From an optimization exercise on the open Yosys and OpenROAD flow, aimed at small area; shortcuts taken in it are not production practice.
In this exercise RTL edits were held to simulation tests only and were not proved equivalent to the original.
Power figures rest on the tool's default switching activity, not on a simulated workload.

==> inputs of run A <==
## controller
module controller #(
    parameter WORD_SIZE = 32,
    parameter L1_DELAY  = 3,
    parameter L2_DELAY  = 3
) (
    input clk,
    input rst,
    input wr_en,
    input [WORD_SIZE - 1:0] addr,
    input [WORD_SIZE - 1:0] data,
    output logic [WORD_SIZE - 1:0] data_out
);
==> module l1, before the edit <==
module l1 (
    input clk,
    input rst,
    input we,
    input [31:0] a,
    input [31:0] data,
    output logic hit,
    output logic [31:0] q
);
  logic [15:0] valid;
  logic [27:0] tag [16];
  logic [31:0] line[16];
  wire [15:0] sel = 16'd1 << a[3:0];
  always_ff @(posedge clk or posedge rst) begin
    if (rst) valid <= 16'd0;
    else if (we) valid <= valid | sel;
  end
  always_ff @(posedge clk) begin
    for (int i = 0; i < 16; i++)
      if (we && sel[i]) begin
        tag[i]  <= a[31:4];
        line[i] <= data;
      end
  end
  logic [27:0] tq;
  logic        vq;
  always_comb begin
    tq = '0;
    q  = '0;
    vq = 1'b0;
    for (int i = 0; i < 16; i++) begin
      tq = tq | (tag[i] & {28{sel[i]}});
      q  = q | (line[i] & {32{sel[i]}});
      vq = vq | (valid[i] & sel[i]);
    end
    hit = vq && (tq == a[31:4]);
  end
endmodule
==> module l2, before the edit <==
module l2 (
    input clk,
    input rst,
    input we,
    input [31:0] a,
    input [31:0] data,
    output logic hit,
    output logic [31:0] q
);
  logic [3:0]  valid[16];
  logic [25:0] tag  [16][4];
  logic [31:0] line [16][4];
  wire [15:0] sel = 16'd1 << a[5:2];
  logic [3:0]  vq;
  logic [25:0] tq[4];
  logic [31:0] dq[4];
  always_comb begin
    vq = '0;
    for (int w = 0; w < 4; w++) begin
      tq[w] = '0;
      dq[w] = '0;
    end
    for (int i = 0; i < 16; i++) begin
      vq = vq | (valid[i] & {4{sel[i]}});
      for (int w = 0; w < 4; w++) begin
        tq[w] = tq[w] | (tag[i][w] & {26{sel[i]}});
        dq[w] = dq[w] | (line[i][w] & {32{sel[i]}});
      end
    end
  end
  wire [3:0] free = {vq[2] & ~vq[3], vq[1] & ~vq[2], vq[0] & ~vq[1], ~vq[0]};
  always_ff @(posedge clk or posedge rst) begin
    if (rst) begin
      for (int i = 0; i < 16; i++) valid[i] <= 4'd0;
    end else if (we) begin
      for (int i = 0; i < 16; i++)
        if (sel[i]) valid[i] <= valid[i] | free;
    end
  end
  always_ff @(posedge clk) begin
    for (int i = 0; i < 16; i++)
      for (int w = 0; w < 4; w++)
        if (we && sel[i] && free[w]) begin
          tag[i][w]  <= a[31:6];
          line[i][w] <= data;
        end
  end
  logic [3:0] m;
  always_comb begin
    for (int w = 0; w < 4; w++) m[w] = vq[w] && (tq[w] == a[31:6]);
    hit = |m;
    q = m[0] ? dq[0] : m[1] ? dq[1] : m[2] ? dq[2] : dq[3];
  end
endmodule
==> module mem, before the edit <==
module mem (
    input clk,
    input rst,
    input we,
    input [4:0] a,
    input [31:0] data,
    output logic [31:0] q
);
  logic [31:0] valid;
  logic [31:0] word[32];
  wire [31:0] sel = 32'd1 << a;
  always_ff @(posedge clk or posedge rst) begin
    if (rst) valid <= 32'd0;
    else if (we) valid <= valid | sel;
  end
  always_ff @(posedge clk) begin
    for (int k = 0; k < 32; k++)
      if (we && sel[k]) word[k] <= data;
  end
  always_comb begin
    q = '0;
    for (int k = 0; k < 32; k++) q = q | (word[k] & {32{sel[k] & valid[k]}});
  end
endmodule
==> module controller, before the edit <==
module controller #(
    parameter WORD_SIZE = 32,
    parameter L1_DELAY  = 3,
    parameter L2_DELAY  = 3
) (
    input clk,
    input rst,
    input wr_en,
    input [WORD_SIZE - 1:0] addr,
    input [WORD_SIZE - 1:0] data,
    output logic [WORD_SIZE - 1:0] data_out
);
  logic [31:0] addr_prev;
  logic [1:0]  cnt;
  logic        phase;
  logic        l1_hit, l2_hit;
  logic [31:0] l1_out, l2_out, mem_out;
  wire cache_we = phase & wr_en;
  l1 l1_cache (
      .clk(clk), .rst(rst), .we(cache_we), .a(addr_prev), .data(data),
      .hit(l1_hit), .q(l1_out)
  );
  l2 l2_cache (
      .clk(clk), .rst(rst), .we(cache_we), .a(addr_prev), .data(data),
      .hit(l2_hit), .q(l2_out)
  );
  mem memory (
      .clk(clk), .rst(rst), .we(wr_en), .a(addr[4:0]), .data(data), .q(mem_out)
  );
  wire same = (addr == addr_prev);
  wire use1 = ~phase & l1_hit;
  wire use2 = ~phase & l2_hit;
  always_ff @(posedge clk or posedge rst) begin
    if (rst) begin
      phase     <= 1'b0;
      cnt       <= 2'd0;
      addr_prev <= 32'd0;
      data_out  <= 32'd0;
    end else begin
      phase     <= ~phase;
      addr_prev <= addr;
      if (!same) cnt <= 2'd0;
      else begin
        cnt <= cnt + 2'd1;
        if (cnt == 2'd3)
          data_out <= wr_en ? data : use1 ? l1_out : use2 ? l2_out : mem_out;
      end
    end
  end
endmodule
==> flow/config.mk <==
export PLATFORM = sky130hd
export DESIGN_NAME = controller
export DESIGN_NICKNAME = controller
export VERILOG_FILES = /design/flow/design.v
export SDC_FILE = /design/flow/constraint.sdc
export NUM_CORES = 4
export LEC_CHECK = 0
export CAP_MARGIN = 20
export CORE_MARGIN = 2
export CORE_UTILIZATION = 60
export CTS_BUF_LIST = sky130_fd_sc_hd__clkbuf_8
export CTS_CLUSTER_DIAMETER = 50
export CTS_CLUSTER_SIZE = 16
export PLACE_DENSITY = 0.7
export SLEW_MARGIN = 20
==> flow/constraint.sdc <==
create_clock -name core_clock -period 10.0 [get_ports {clk}]
set_input_delay 2.0000 -clock core_clock [delete_from_list [all_inputs] [get_ports {clk}]]
set_output_delay 2.0000 -clock core_clock [all_outputs]
set_load 0.01 [all_outputs]
run.sh (not shown) runs the stock make flow with config.mk's settings and CLKGATE_MAP_FILE= SYNTH_SCRIPT=/design/flow/synth_recipe.tcl, a recipe that flattens the netlist after the stock synthesis.
==> inputs of run Z, as changes to run A <==
==> flow/design.v (replaced) <==
module l1 (
    input clk,
    input rst,
    input we,
    input [31:0] a,
    input [31:0] data,
    input en,   
    output logic hit,
    output logic [31:0] q
);
  logic [15:0] valid;
  logic [27:0] tag [16];
  logic [31:0] line[16];
  wire [15:0] sel = 16'd1 << a[3:0];
  always_ff @(posedge clk or posedge rst) begin
    if (rst) valid <= 16'd0;
    else if (we) valid <= valid | sel;
  end
  always_ff @(posedge clk) begin
    for (int i = 0; i < 16; i++)
      if (we && sel[i]) begin
        tag[i]  <= a[31:4];
        line[i] <= data;
      end
  end
  logic [27:0] tq;
  wire [15:0] rsel = sel & {16{en}};
  for (genvar b = 0; b < 28; b++) begin : rt
    logic [15:0] col;
    always_comb for (int i = 0; i < 16; i++) col[i] = tag[i][b];
    rd16 u (.s(sel), .d(col), .y(tq[b]));
  end
  for (genvar b = 0; b < 32; b++) begin : rq
    logic [15:0] col;
    always_comb for (int i = 0; i < 16; i++) col[i] = line[i][b];
    rd16 u (.s(rsel), .d(col), .y(q[b]));
  end
  assign hit = |(valid & sel) && (tq == a[31:4]);
endmodule
module l2 (
    input clk,
    input rst,
    input we,
    input [31:0] a,
    input [31:0] data,
    input en,   
    output logic hit,
    output logic [31:0] q
);
  logic [2:0]  fill[16];
  logic [25:0] tag [16][4];
  logic [31:0] line[16][4];
  wire [15:0] sel = 16'd1 << a[5:2];
  logic [2:0] cnt;
  always_comb begin
    cnt = '0;
    for (int i = 0; i < 16; i++) cnt = cnt | (fill[i] & {3{sel[i]}});
  end
  wire [3:0] vq = {cnt[2], cnt[2] | (cnt[1] & cnt[0]), cnt[2] | cnt[1], |cnt};
  wire [3:0] free = {~cnt[2] & cnt[1] & cnt[0], ~cnt[2] & cnt[1] & ~cnt[0],
                     ~cnt[2] & ~cnt[1] & cnt[0], ~cnt[2] & ~cnt[1] & ~cnt[0]};
  always_ff @(posedge clk or posedge rst) begin
    if (rst) begin
      for (int i = 0; i < 16; i++) fill[i] <= 3'd0;
    end else if (we && !cnt[2]) begin
      for (int i = 0; i < 16; i++)
        if (sel[i]) fill[i] <= cnt + 3'd1;
    end
  end
  always_ff @(posedge clk) begin
    for (int i = 0; i < 16; i++)
      for (int w = 0; w < 4; w++)
        if (we && sel[i] && free[w]) begin
          tag[i][w]  <= a[31:6];
          line[i][w] <= data;
        end
  end
  logic [25:0] tq[4];
  logic [3:0]  m;
  logic [3:0]  first;
  for (genvar w = 0; w < 4; w++) begin : way
    for (genvar b = 0; b < 26; b++) begin : rt
      logic [15:0] col;
      always_comb for (int i = 0; i < 16; i++) col[i] = tag[i][w][b];
      rd16 u (.s(sel), .d(col), .y(tq[w][b]));
    end
    assign m[w] = vq[w] && (tq[w] == a[31:6]);
  end
  assign first = m & ~{m[2:0] | {m[1:0], 1'b0} | {m[0], 2'b0}, 1'b0};
  assign hit = |m;
  logic [31:0] dq[4];
  for (genvar w = 0; w < 4; w++) begin : wayq
    wire [15:0] rsel = sel & {16{first[w] & en}};
    for (genvar b = 0; b < 32; b++) begin : rq
      logic [15:0] col;
      always_comb for (int i = 0; i < 16; i++) col[i] = line[i][w][b];
      rd16 u (.s(rsel), .d(col), .y(dq[w][b]));
    end
  end
  assign q = dq[0] | dq[1] | dq[2] | dq[3];
endmodule
module mem (
    input clk,
    input rst,
    input we,
    input [4:0] a,
    input [31:0] data,
    input en,   
    output logic [31:0] q
);
  logic [31:0] valid;
  logic [31:0] word[32];
  wire [31:0] sel = 32'd1 << a;
  always_ff @(posedge clk or posedge rst) begin
    if (rst) valid <= 32'd0;
    else if (we) valid <= valid | sel;
  end
  always_ff @(posedge clk) begin
    for (int k = 0; k < 32; k++)
      if (we && sel[k]) word[k] <= data;
  end
  wire [31:0] rsel = sel & valid & {32{en}};
  for (genvar b = 0; b < 32; b++) begin : rq
    logic [31:0] col;
    always_comb for (int k = 0; k < 32; k++) col[k] = word[k][b];
    rd32 u (.s(rsel), .d(col), .y(q[b]));
  end
endmodule
module controller #(
    parameter WORD_SIZE = 32,
    parameter L1_DELAY  = 3,
    parameter L2_DELAY  = 3
) (
    input clk,
    input rst,
    input wr_en,
    input [WORD_SIZE - 1:0] addr,
    input [WORD_SIZE - 1:0] data,
    output logic [WORD_SIZE - 1:0] data_out
);
  logic [31:0] addr_prev;
  logic [1:0]  cnt;
  logic        phase;
  logic        l1_hit, l2_hit;
  logic [31:0] l1_out, l2_out, mem_out;
  wire cache_we = phase & wr_en;
  wire rd   = ~wr_en;
  wire use1 = ~phase & l1_hit;
  wire use2 = ~phase & l2_hit & ~l1_hit;
  l1 l1_cache (
      .clk(clk), .rst(rst), .we(cache_we), .a(addr_prev), .data(data),
      .en(rd & use1), .hit(l1_hit), .q(l1_out)
  );
  l2 l2_cache (
      .clk(clk), .rst(rst), .we(cache_we), .a(addr_prev), .data(data),
      .en(rd & use2), .hit(l2_hit), .q(l2_out)
  );
  mem memory (
      .clk(clk), .rst(rst), .we(wr_en), .a(addr[4:0]), .data(data),
      .en(rd & ~use1 & ~use2), .q(mem_out)
  );
  wire same = (addr == addr_prev);
  always_ff @(posedge clk or posedge rst) begin
    if (rst) begin
      phase     <= 1'b0;
      cnt       <= 2'd0;
      addr_prev <= 32'd0;
      data_out  <= 32'd0;
    end else begin
      phase     <= ~phase;
      addr_prev <= addr;
      if (!same) cnt <= 2'd0;
      else begin
        cnt <= cnt + 2'd1;
        if (cnt == 2'd3)
          data_out <= (data & {32{wr_en}}) | l1_out | l2_out | mem_out;
      end
    end
  end
endmodule
module aoi222 (
    input  a1, a2, b1, b2, c1, c2,
    output y
);
  assign y = ~((a1 & a2) | (b1 & b2) | (c1 & c2));
endmodule
module aoi22 (
    input  a1, a2, b1, b2,
    output y
);
  assign y = ~((a1 & a2) | (b1 & b2));
endmodule
module rd16 (
    input  [15:0] s,
    input  [15:0] d,
    output        y
);
  wire [5:0] n;
  for (genvar g = 0; g < 5; g++) begin : grp
    aoi222 u (.a1(s[3*g]), .a2(d[3*g]), .b1(s[3*g+1]), .b2(d[3*g+1]),
              .c1(s[3*g+2]), .c2(d[3*g+2]), .y(n[g]));
  end
  assign n[5] = ~(s[15] & d[15]);
  assign y = ~&n;
endmodule
module rd32 (
    input  [31:0] s,
    input  [31:0] d,
    output        y
);
  wire [10:0] n;
  for (genvar g = 0; g < 10; g++) begin : grp
    aoi222 u (.a1(s[3*g]), .a2(d[3*g]), .b1(s[3*g+1]), .b2(d[3*g+1]),
              .c1(s[3*g+2]), .c2(d[3*g+2]), .y(n[g]));
  end
  aoi22 u_last (.a1(s[30]), .a2(d[30]), .b1(s[31]), .b2(d[31]), .y(n[10]));
  assign y = ~&n;
endmodule
==> flow/flow/run.sh (new file) <==
#!/bin/bash
# Standard layout, except that clock tree synthesis inserts no dummy loads
# (they only pad the clock tree's leaf levels) and clusters the flip-flops
# into leaf groups of at most 18 driven by clkbuf_8.
set -euo pipefail
cts_args="-sink_clustering_enable -repair_clock_nets -dont_use_dummy_load"
cts_args+=" -buf_list sky130_fd_sc_hd__clkbuf_8"
cts_args+=" -sink_clustering_size 18 -sink_clustering_max_diameter 55"
bash standard.sh "CTS_ARGS=$cts_args" finish > standard_flow.log 2>&1
==> flow/standard.sh (new file) <==
#!/bin/bash
# synth_recipe.tcl (not shown) runs the flow's synth.tcl, then flattens the netlist and writes it again
# the make line also repeats each setting of config.mk as NAME=value (left out here)
make -C /OpenROAD-flow-scripts/flow DESIGN_CONFIG=/design/flow/config.mk WORK_HOME=/design/flow/orfs CLKGATE_MAP_FILE= SYNTH_SCRIPT=/design/flow/synth_recipe.tcl "${@:-finish}"
Settings changed: CORE_UTILIZATION 60 to 50, CTS_BUF_LIST sky130_fd_sc_hd__clkbuf_8 to unset, CTS_CLUSTER_DIAMETER 50 to unset, CTS_CLUSTER_SIZE 16 to unset, PLACE_DENSITY 0.7 to 0.65, SYNTH_HIERARCHICAL set to 1, SYNTH_MINIMUM_KEEP_SIZE set to 0.
removed: flow/run.sh
==> results.txt <==
Syn Area/Cell 21.3 um^2; Clock buf/inv share under 10%; RR Endpoint data_out[1]$_DFFE_PP0P_; outcome finished clean; crit path buf inv count 4; Worst slew margin 19.0%; Commonest cells post-synth 5696 x edfxtp_1, 1780 x a222oi_1, 386 x nand4_1; multiplexer area fraction after synthesis less than 1%; Via Count between 100k and 150k; nonclk inv count 61; Signal buffers 569; Layout non-clock buf frac under 10%; Post-Syn Instances 9653; commonest non-fill, non-tap cells in the layout 5696 x edfxtp_1, 1780 x a222oi_1, 441 x clkbuf_8, 441 x buf_4, 386 x nand4_1; CP Cell Sequence nor2_1 > nand3_1 > inv_4 > buf_4 > a222oi_1 > nand4_1 > xnor2_1 > nand4_1 > nor3_1 > nand4_1 > buf_4 > o21ai_2 > o21bai_1 > nor2_1 > nor2_1 > nor2_1 > and4bb_2 > and3_1 > buf_4 > a222oi_1 > nand4_1 > or3_1 > a2111oi_0 > mux2i_1; Flop pwr share approximately two thirds; placement-stage cell area about 220000 um^2; Detailed Place HPWL 342 mm
-- figures above: run Z

==> results.txt <==
outcome finished clean; CP Cell Sequence buf_12 > buf_4 > nor2b_4 > buf_4 > buf_4 > a221oi_2 > nor3_1 > nor4_1 > xnor2_1 > nor4_1 > nand4_1 > nor2_4 > buf_4 > mux2i_1 > o211a_1 > o31ai_1; Syn Area/Cell 18.2 um^2; Flop pwr share 61.5%; Worst slew margin 18.5%; Post-Syn Instances between 10000 and 15000; Clock buf/inv share under 10%; Layout non-clock buf frac ~2.1%; nonclk inv count 14; commonest non-fill, non-tap cells in the layout 5696 x edfxtp_1, 980 x a22oi_1, 694 x a22o_1; Detailed Place HPWL 395 mm
-- figures above: run A

[afterwards: timing with drivers on the ports]
In the flow no input, the clock included, has a driving cell. The finished layouts below were timed again as built, in two steps. Step 1 (the two cells are an assumption about what drives the block):
set clk [get_ports {clk}]
set_driving_cell -lib_cell sky130_fd_sc_hd__clkbuf_16 $clk
set_driving_cell -lib_cell sky130_fd_sc_hd__buf_2 [delete_from_list [all_inputs] $clk]
Step 2 moves the port delays by t, midway between the first and last clock arrival at a register: inputs arrive t later, outputs are due t later. That takes back most of the time a late clock gives input paths. Three values: no drivers, after step 1, after step 2; two values: the first two.
run	t, ns	slack for setup (ns)	clock arrival spread, ns	worst data-port slew with drivers (ns)
run A	1.312	2.893 / 2.893 / 2.893	0.124 / 0.125	0.09
run Z	1.274	0.477 / 0.477 / 0.477	0.181 / 0.181	0.17
After both steps every run listed still meets setup and hold.
